What follows belongs to an exercise in optimizing a design on an open flow for small area, a short achievable clock period and few clock cycles; a production flow would make more cautious choices. RTL that was checked went through simulation tests only; none was proved equivalent to the original. No activity file was given, so power comes from the tool's default toggle rates.

==> inputs of 04-10 <==
==> flow/design.v (excerpt) <==
module day02_core #(
    parameter N_ADDR_BITS = 16
) (
    input  wire                 clk,
    input  wire                 rst,
    input  wire [7:0]           rom_data,
    input  wire                 rom_valid,
    output reg  [N_ADDR_BITS:0] rom_addr,
    output wire [63:0]          part1_result,
    output wire [63:0]          part2_result,
    output reg                  done
);
==> module range_summer, before the edit <==
module range_summer #(
    parameter W = 65
) (
    input  wire [W-1:0] a,
    input  wire [W-1:0] b,
    input  wire [W-1:0] c,
    input  wire [W-1:0] d,
    input  wire         ci0,
    input  wire         ci1,
    input  wire         ci2,
    output wire [W-1:0] s
);
    wire [W-1:0] s1 = a ^ b ^ c;
    wire [W-1:0] c1 = {(a[W-2:0] & b[W-2:0]) | (a[W-2:0] & c[W-2:0]) | (b[W-2:0] & c[W-2:0]), ci0};
    wire [W-1:0] s2 = s1 ^ c1 ^ d;
    wire [W-1:0] c2 = {(s1[W-2:0] & c1[W-2:0]) | (s1[W-2:0] & d[W-2:0]) | (c1[W-2:0] & d[W-2:0]), ci1};
    bk_add #(.W(W)) u_cpa (.a(s2), .b(c2), .ci(ci2), .s(s));
endmodule
clock: 60.0 ns
lec_check: 0
abc_area: 1
cap_margin: 20
core_margin: 2
core_utilization: 40
slew_margin: 20
standard.sh (not shown) runs the stock make flow with config.mk's settings and CLKGATE_MAP_FILE= SYNTH_SCRIPT=/design/flow/synth_recipe.tcl, a recipe that flattens the netlist after the stock synthesis.
==> flow/flow/run.sh <==
#!/bin/bash
set -o pipefail
export BUFFER_PORTS_ARGS="-buffer_cell sky130_fd_sc_hd__buf_2"
bash standard.sh > standard.log 2>&1
==> 05-12 (differences from 04-10) <==
==> flow/flow/run.sh (replaced) <==
#!/bin/bash
# The standard layout (standard.sh), with two changes:
#  - after the standard synthesis, OpenROAD's restructure re-maps the logic
#    between the registers for area (flow/restructure.tcl), with a copy of the
#    platform library that leaves out its don't-use cells (flow/filter_lib.py);
#  - buf_2 cells as the port buffers.
# Each tool's output goes to its own log in this folder.
set -eo pipefail
export BUFFER_PORTS_ARGS="-buffer_cell sky130_fd_sc_hd__buf_2"
bash standard.sh synth > standard_synth.log 2>&1
export RESULTS=$PWD/orfs/results/sky130hd/day02_core/base
export LIB=$FLOW_HOME/platforms/sky130hd/lib/sky130_fd_sc_hd__tt_025C_1v80.lib
export LIB_RS=$PWD/restructure_lib.lib
python3 flow/filter_lib.py "$LIB" "$LIB_RS" '*__lpflow_*' '*__probe*' '*__fill_*' \
    '*__dlygate*' '*__dlymetal*' '*__clkdly*' > filter_lib.log 2>&1
mkdir -p restructure_work
export WORK=$PWD/restructure_work
openroad -no_init -exit flow/restructure.tcl > restructure.log 2>&1
bash standard.sh > standard.log 2>&1
==> flow/flow/filter_lib.py (new file) <==
#!/usr/bin/env python3
# Writes a copy of a liberty file without the cells whose names match the given
# glob patterns (the platform's don't-use cells), for restructure/ABC.
import sys, fnmatch
src, dst, pats = sys.argv[1], sys.argv[2], sys.argv[3:]
text = open(src).read()
out = []
pos = 0
while True:
    i = text.find('cell (', pos)
    if i < 0:
        out.append(text[pos:])
        break
    # start of the line holding the cell group
    ls = text.rfind('\n', 0, i) + 1
    name = text[i + 6:text.find(')', i)].strip().strip('"')
    j = text.find('{', i)
    depth, k = 1, j + 1
    while depth:
        c = text[k]
        if c == '{':
            depth += 1
        elif c == '}':
            depth -= 1
        k += 1
    out.append(text[pos:ls])
    if not any(fnmatch.fnmatch(name, p) for p in pats):
        out.append(text[ls:k])
    pos = k
open(dst, 'w').write(''.join(out))
==> flow/flow/restructure.tcl (new file) <==
# Area recovery on the synthesized netlist: OpenROAD's restructure re-maps the
# combinational logic between registers with ABC (the registers are untouched).
# ABC maps to $::env(LIB_RS), the platform library less its don't-use cells.
set results $::env(RESULTS)
read_db $results/1_synth.odb
read_liberty $::env(LIB)
read_sdc $results/1_synth.sdc
report_design_area
restructure -liberty_file $::env(LIB_RS) -target area \
    -tielo_port sky130_fd_sc_hd__conb_1/LO -tiehi_port sky130_fd_sc_hd__conb_1/HI \
    -work_dir $::env(WORK)
report_design_area
write_db $results/1_synth.odb
- CORE_UTILIZATION: 40 -> 65
- CTS_CLUSTER_DIAMETER: not set -> 100
- CTS_CLUSTER_SIZE: not set -> 20
- PLACE_DENSITY: not set -> 0.75
==> 06-07 (differences from 04-10) <==
--- a/flow/design.v
+++ b/flow/design.v
@@ -87,3 +87,3 @@
     wire [W-1:0] c2 = {(s1[W-2:0] & c1[W-2:0]) | (s1[W-2:0] & d[W-2:0]) | (c1[W-2:0] & d[W-2:0]), ci1};
-    bk_add #(.W(W)) u_cpa (.a(s2), .b(c2), .ci(ci2), .s(s));
+    assign s = s2 + c2 + {{(W-1){1'b0}}, ci2};
 endmodule
==> flow/flow/run.sh (replaced) <==
#!/bin/bash
# The standard layout (standard.sh), with two changes:
#  - after the standard synthesis, OpenROAD's restructure re-maps the logic
#    between the registers for area (flow/restructure.tcl), with a copy of the
#    platform library that leaves out its don't-use cells (flow/filter_lib.py);
#  - buf_2 cells as the port buffers.
# Each tool's output goes to its own log in this folder.
set -eo pipefail
export BUFFER_PORTS_ARGS="-buffer_cell sky130_fd_sc_hd__buf_2"
bash standard.sh synth > standard_synth.log 2>&1
export RESULTS=$PWD/orfs/results/sky130hd/day02_core/base
export LIB=$FLOW_HOME/platforms/sky130hd/lib/sky130_fd_sc_hd__tt_025C_1v80.lib
export LIB_RS=$PWD/restructure_lib.lib
python3 flow/filter_lib.py "$LIB" "$LIB_RS" '*__lpflow_*' '*__probe*' '*__fill_*' \
    '*__dlygate*' '*__dlymetal*' '*__clkdly*' > filter_lib.log 2>&1
mkdir -p restructure_work
export WORK=$PWD/restructure_work
openroad -no_init -exit flow/restructure.tcl > restructure.log 2>&1
bash standard.sh > standard.log 2>&1
==> flow/flow/filter_lib.py (new file) <==
#!/usr/bin/env python3
# Writes a copy of a liberty file without the cells whose names match the given
# glob patterns (the platform's don't-use cells), for restructure/ABC.
import sys, fnmatch
src, dst, pats = sys.argv[1], sys.argv[2], sys.argv[3:]
text = open(src).read()
out = []
pos = 0
while True:
    i = text.find('cell (', pos)
    if i < 0:
        out.append(text[pos:])
        break
    # start of the line holding the cell group
    ls = text.rfind('\n', 0, i) + 1
    name = text[i + 6:text.find(')', i)].strip().strip('"')
    j = text.find('{', i)
    depth, k = 1, j + 1
    while depth:
        c = text[k]
        if c == '{':
            depth += 1
        elif c == '}':
            depth -= 1
        k += 1
    out.append(text[pos:ls])
    if not any(fnmatch.fnmatch(name, p) for p in pats):
        out.append(text[ls:k])
    pos = k
open(dst, 'w').write(''.join(out))
==> flow/flow/restructure.tcl (new file) <==
# Area recovery on the synthesized netlist: OpenROAD's restructure re-maps the
# combinational logic between registers with ABC (the registers are untouched).
# ABC maps to $::env(LIB_RS), the platform library less its don't-use cells.
set results $::env(RESULTS)
read_db $results/1_synth.odb
read_liberty $::env(LIB)
read_sdc $results/1_synth.sdc
report_design_area
restructure -liberty_file $::env(LIB_RS) -target area \
    -tielo_port sky130_fd_sc_hd__conb_1/LO -tiehi_port sky130_fd_sc_hd__conb_1/HI \
    -work_dir $::env(WORK)
report_design_area
write_db $results/1_synth.odb
==> comparison <==
06-07 ran to the end with no violations. 04-10 ran to the end with no violations. 05-12 ran to the end with no violations.
Between 06-07 and 05-12, the lower sequential power is in 06-07 (gap about 1%, measured against 05-12).
Maximum frequency is about the same in 04-10 and 06-07.
In 06-07 the sequential share of layout area is lower than in 05-12, by 2.0 points.
Clock skew, lowest first: 04-10, 05-12, 06-07.
Between 04-10 and 06-07, the lower synthesized cell count is in 06-07 (gap about 11%, measured against 06-07).
Of 04-10 and 06-07, 06-07 has the higher utilization (gap 1.9 points).
==> figures <==
Detailed Place HPWL: 06-07 102 mm; 05-12 87.2 mm; 04-10 96.1 mm
Data-path buffer share of cell area in the final layout: 06-07 3.16%; 05-12 3.46%; 04-10 2.65%
Finished Cell Area: 06-07 39100 um^2; 05-12 36500 um^2; 04-10 41000 um^2
Total cell area at the placement stage: 06-07 37200 um^2; 05-12 35700 um^2; 04-10 39000 um^2
Width of the die: 06-07 299 um; 05-12 232 um; 04-10 313 um
Buffers excl. clock: 06-07 213; 05-12 217; 04-10 196
Last element of the critical path: 06-07 part1_result[51]; 05-12 done; 04-10 part1_result[55]
Met3 Routed Length: 06-07 13.1 mm; 05-12 15.8 mm; 04-10 8.40 mm
CTS H-tree lvls: 06-07 2; 05-12 1; 04-10 2
CP max stage delay: 06-07 0.53 ns; 05-12 0.54 ns; 04-10 0.52 ns
Status: 06-07 no timing/DRC/antenna violations; 05-12 no timing/DRC/antenna violations; 04-10 no timing/DRC/antenna violations
Startpoint of the most critical register-to-register path: 06-07 t[0]; 05-12 t[0]; 04-10 busy
Height of the die: 06-07 299 um; 05-12 232 um; 04-10 313 um
Testbench counts of 04-10, summed over its fixed seeds: cycles 35,727.
Testbench counts of 05-12, summed over its fixed seeds: cycles 35,727.
For 06-07, only the layout was checked, not whether the RTL still works.

========
==> 05-13: inputs <==
day02_core, a different RTL version from the one above (not shown whole).
export LEC_CHECK = 0
export ABC_AREA = 1
export CAP_MARGIN = 20
export CORE_MARGIN = 2
export CORE_UTILIZATION = 40
export SLEW_MARGIN = 20
create_clock -name core_clock -period 60.0 [get_ports {clk}]
run.sh (not shown) runs the stock make flow with config.mk's settings and CLKGATE_MAP_FILE= SYNTH_SCRIPT=/design/flow/synth_recipe.tcl, a recipe that flattens the netlist after the stock synthesis.
Stock flow here: none of the scripts above is used.
==> 03-07: changes against 05-13 <==
--- a/flow/design.v
+++ b/flow/design.v
@@ -137,19 +137,14 @@
     reg  [35:0] pdig;       
     reg  [35:0] hist;       
     reg  [9:1]  dec;        
     reg  [9:1]  gt;         
     wire        is_dig = rq[4];
     wire [3:0]  dig    = rq[3:0];
     wire        more   = rq[5];    
-    reg         qv;         
-    reg  [4:0]  qd;
-    reg  [35:0] qp;
-    reg  [2:0]  qf;
-    reg         qb;
     reg         busy;
     reg  [4:0]  cd;         
     reg  [35:0] cp;         
     reg  [2:0]  cf;         
     reg         cb;         
     reg  [1:0]  t;          
     reg         ph;         
@@ -258,29 +253,27 @@
     wire b1_on  = (bw1 != 3'b000) && (bw1 != 3'b111);
     wire b1_two = (bw1 == 3'b011) || (bw1 == 3'b100);
     wire b1_neg = bw1[2];
     wire blast  = (pb[30:3] == 28'd0);         
     wire p0     = busy && !ph && (t != 2'd3);
     wire p1     = busy && ph;
     wire kc     = busy && !ph && (t == 2'd3);  
-    wire mrg    = eot && !busy && !qv && !done;
+    wire mrg    = eot && !busy && !done;
     wire fold1  = p1 && half_t && kp1;
     wire fold21 = p1 && !half_t && kp21;
     wire kc1    = kc && kp1;
     wire kc21   = kc && !kp1;
     wire kp1_n  = kp1 && !fold1 && !kc1;
     wire kp21_n = kp21 && !fold21 && !kc21;
     wire to1    = (p1 && half_t) || kc1;
     wire last_cyc = (p1 && blast && last_t && !kp1_n && !kp21_n) || (kc && !(kp1_n || kp21_n));
     wire cready   = !busy || last_cyc;
     wire sep   = vq && !is_dig && !eot;
-    wire cload = qv && cready;                
-    wire qfree = !qv || cload;
-    wire take  = sep && qfree;
-    wire stall = !hold && sep && !qfree;
+    wire take  = sep && cready;
+    wire stall = !hold && sep && !cready;
     wire [64:0] xv   = ph ? r : {8'd0, mval};
     wire        first = (i == 4'd0);
     wire        kon  = fold1 || fold21 || kc;
     wire        uc   = p0 ? c_on  : (p1 && b1_on);
     wire        ucs  = p0 ? c_sh  : b1_two;
     wire        ucn  = p1 && (b1_neg ^ !sg);
     wire        ud   = p0 ? d_on  : (p1 && b0_on);
@@ -302,23 +295,19 @@
     wire [30:0] pbn;
     range_summer #(.W(31)) u_pb (
         .a(pbm << 3), .b(pbm << 1), .c({27'd0, pdq}), .d(31'd0),
         .ci0(1'b0), .ci1(1'b0), .ci2(1'b0), .s(pbn));
     integer li;
     always @(posedge clk) begin
         rst_q <= rst;
-        hist  <= {hist[31:0], dig};
-        r     <= p1 ? (r << 4) : sum;
-        pb    <= p1 ? (pb >> 4) : pbn;
-        bprev <= p1 && pb[3];
         if (rst) begin
             rom_addr <= 0;
         end else if (rst_q) begin
             rom_addr <= 1;
-        end else if (!vq || (!eot && (is_dig || take))) begin
+        end else if (!vq || (!eot && (is_dig || take) && !(sep && !cready))) begin
             rom_addr <= rom_addr + 1'b1;
         end
         if (rst_q) begin
             vq   <= 1'b0;
             hold <= 1'b0;
             in_b <= 1'b0;
             eot  <= 1'b0;
@@ -332,14 +321,15 @@
             if (!vq || (!eot && (is_dig || take))) begin
                 rq   <= hold ? skid : rom_data[5:0];
                 vq   <= 1'b1;
                 hold <= 1'b0;
             end
             if (vq && !eot && is_dig) begin
                 dc   <= dc + 5'd1;
+                hist <= {hist[31:0], dig};
                 if (dc < 5'd9) pdig[dc*4 +: 4] <= dig;
                 for (li = 1; li <= 9; li = li + 1) begin
                     if (!dec[li] && dc >= li && dig != hist[(li-1)*4 +: 4]) begin
                         dec[li] <= 1'b1;
                         gt[li]  <= dig > hist[(li-1)*4 +: 4];
                     end
                 end
@@ -348,65 +338,61 @@
                 dc   <= 5'd0;
                 dec  <= 9'd0;
                 in_b <= !in_b;
                 if (in_b && !more) eot <= 1'b1;
             end
         end
         if (rst_q) begin
-            qv <= 1'b0;
-        end else begin
-            if (cload) qv <= 1'b0;
-            if (take && dc != 5'd1) begin
-                qv <= 1'b1;
-                qd <= dc;
-                qp <= pdig;
-                for (li = 0; li < 3; li = li + 1)
-                    qf[li] <= dec[tlf(dc, li)] ? gt[tlf(dc, li)] : in_b;
-                qb <= in_b;
-            end
-        end
-        if (rst_q) begin
             busy <= 1'b0;
             acc1 <= 65'd0;
             accx <= 65'd0;
         end else begin
             if (p1 || kc || mrg) begin
                 if (to1) acc1 <= sum;
                 else     accx <= sum;
             end
             kp1  <= kp1_n;
             kp21 <= kp21_n;
             if (p0) begin
+                r   <= sum;
+                pb  <= pbn;
                 i   <= i + 4'd1;
                 jr  <= jr - 4'd1;
                 pdq <= nib(cp, i + 4'd1);
-                if (jl) ph <= 1'b1;
+                if (jl) begin
+                    ph    <= 1'b1;
+                    bprev <= 1'b0;
+                end
             end
             if (p1) begin
+                r     <= r << 4;
+                pb    <= pb >> 4;
+                bprev <= pb[3];
                 if (blast) begin
                     ph  <= 1'b0;
                     i   <= 4'd0;
                     jr  <= tlf(cd, t + 2'd1) - 4'd1;
                     pdq <= cp[3:0];
                     t   <= last_t ? 2'd3 : t + 2'd1;
                 end
             end
             if (last_cyc) busy <= 1'b0;
-            if (cload) begin
-                busy <= 1'b1;
-                cd   <= qd;
-                cp   <= qp;
-                cf   <= qf;
-                cb   <= qb;
+            if (take) begin
+                busy <= (dc != 5'd1);
+                cd   <= dc;
+                cp   <= pdig;
+                for (li = 0; li < 3; li = li + 1)
+                    cf[li] <= dec[tlf(dc, li)] ? gt[tlf(dc, li)] : in_b;
+                cb   <= in_b;
                 t    <= 2'd0;
                 ph   <= 1'b0;
                 i    <= 4'd0;
-                jr   <= tlf(qd, 2'd0) - 4'd1;
-                pdq  <= qp[3:0];
-                kp1  <= (qd >= 5'd3);
-                kp21 <= (qd >= 5'd4);
+                jr   <= tlf(dc, 2'd0) - 4'd1;
+                pdq  <= pdig[3:0];
+                kp1  <= (dc >= 5'd3);
+                kp21 <= (dc >= 5'd4);
             end
         end
         if (rst || rst_q) done <= 1'b0;
         else if (mrg) done <= 1'b1;
     end
 endmodule
Settings changed: ABC_AREA 1 to default.
==> 01-01: changes against 05-13 <==
==> flow/flow/run.sh (new file) <==
#!/bin/bash
set -o pipefail
export BUFFER_PORTS_ARGS="-buffer_cell sky130_fd_sc_hd__buf_2"
bash standard.sh > standard.log 2>&1
==> flow/standard.sh (new file) <==
#!/bin/bash
# synth_recipe.tcl (not shown) runs the flow's synth.tcl, then flattens the netlist and writes it again
# the make line also repeats each setting of config.mk as NAME=value (left out here)
make -C /OpenROAD-flow-scripts/flow DESIGN_CONFIG=/design/flow/config.mk WORK_HOME=/design/flow/orfs CLKGATE_MAP_FILE= SYNTH_SCRIPT=/design/flow/synth_recipe.tcl "${@:-finish}"
removed: flow/run.sh
==> 02-10: changes against 05-13 <==
Settings changed: ABC_AREA 1 to default.
==> run summary <==
result of the run no timing/DRC/antenna violations; FF-to-FF Start cd[4]; Min-Delay Startpoint hist[31]; biggest area consumer among synthesized cells sky130_fd_sc_hd__dfxtp_1; Internal roughly 0.77 mW; adder-cell area share of the yosys netlist between 15 and 20%; largest fanout on the critical path 4
The numbers above come from 02-10.

==> run summary <==
largest stage delay on the critical path roughly 620 ps; biggest area consumer among synthesized cells sky130_fd_sc_hd__edfxtp_1; pwr dens 23.0 nW/um^2; result of the run no timing/DRC/antenna violations; buffer levels on the longest clock path 3; FF-to-FF Start t[0]; adder-cell area share of the yosys netlist ~16%; Min-Delay Startpoint pdig[18]; Placed Cells incl. Taps around 5,600; Internal approximately 0.63 mW; Setup crit end part2_result[3]; area of the core just over 90,000 sq um; largest fanout on the critical path 3
The numbers above come from 03-07.

==> run summary <==
result of the run no timing/DRC/antenna violations; FF-to-FF Start ph; largest fanout on the critical path 4; Internal around 0.75 mW; DRT Pass-1 Iters 5; FFs & Latches 479; Ys Warns 3; later-pin clock latency in the skew report ~660 ps; adder-cell area share of the yosys netlist 16.8%; delay-heaviest family, CP flip-flops; Min-Delay Startpoint hist[18]
The numbers above come from 01-01.

==> run summary <==
adder-cell area share of the yosys netlist 16.8%; die outline height ~300 um; largest fanout on the critical path 4; result of the run no timing/DRC/antenna violations; fillcell total about 9,200; Min-Delay Startpoint hist[26]; top cells by instance count after synthesis 830 x sky130_fd_sc_hd__nand2_1, 643 x sky130_fd_sc_hd__inv_1, 453 x sky130_fd_sc_hd__nor2_1, 358 x sky130_fd_sc_hd__o21ai_0, 315 x sky130_fd_sc_hd__dfxtp_1; FF-to-FF Start busy; biggest area consumer among synthesized cells sky130_fd_sc_hd__dfxtp_1; Crit path arrival time ~1800 ps; group with the largest share of power combinational logic; count of antenna-violating nets left after detailed routing 0
The numbers above come from 05-13.

Testbench counts of 05-13, summed over its fixed seeds: cycles 40,788.
Testbench counts of 03-07, summed over its fixed seeds: cycles 44,660.
Testbench counts of 01-01, summed over its fixed seeds: cycles 40,788.
Testbench counts of 02-10, summed over its fixed seeds: cycles 40,788.

## separate check: timing with driven ports
In the flow no input, the clock included, has a driving cell. The finished layouts below were timed again as built, in two steps. Step 1: set_driving_cell puts a clkbuf_16 on clk and a buf_2 on each other input, an assumption about the parent block. Step 2 times the ports against the registers' clock, not the clock port: input delays grow and output delays shrink by t, the midpoint of the rising clock arrivals with the driver on. a / b / c = no drivers / after step 1 / after step 2; a / b = the first two.
run	t (ns)	slack for setup (ns)	hold slack, ns	clock arrival spread, ns	pins driven straight from the clock port
04-10	0.716	46.628 / 46.562 / 46.616	0.347 / 0.347 / 0.347	0.023 / 0.023	1
05-12	0.697	46.604 / 46.541 / 47.172	0.356 / 0.356 / 0.356	0.029 / 0.029	1
06-07	0.737	46.612 / 46.543 / 46.972	0.367 / 0.367 / 0.367	0.054 / 0.054	1
05-13	0.690	46.237 / 46.169 / 46.594	0.344 / 0.344 / 0.344	0.035 / 0.035	1
03-07	0.705	46.232 / 46.165 / 46.789	0.444 / 0.444 / 0.444	0.036 / 0.036	1
01-01	0.718	46.631 / 46.562 / 47.012	0.347 / 0.347 / 0.347	0.023 / 0.023	1
02-10	0.722	46.177 / 46.108 / 46.763	0.345 / 0.345 / 0.345	0.026 / 0.025	1
After both steps every run listed still meets setup and hold. For 04-10, which loses most, drivers alone change the setup slack by -0.066 ns; drivers and shift together by -0.012 ns.
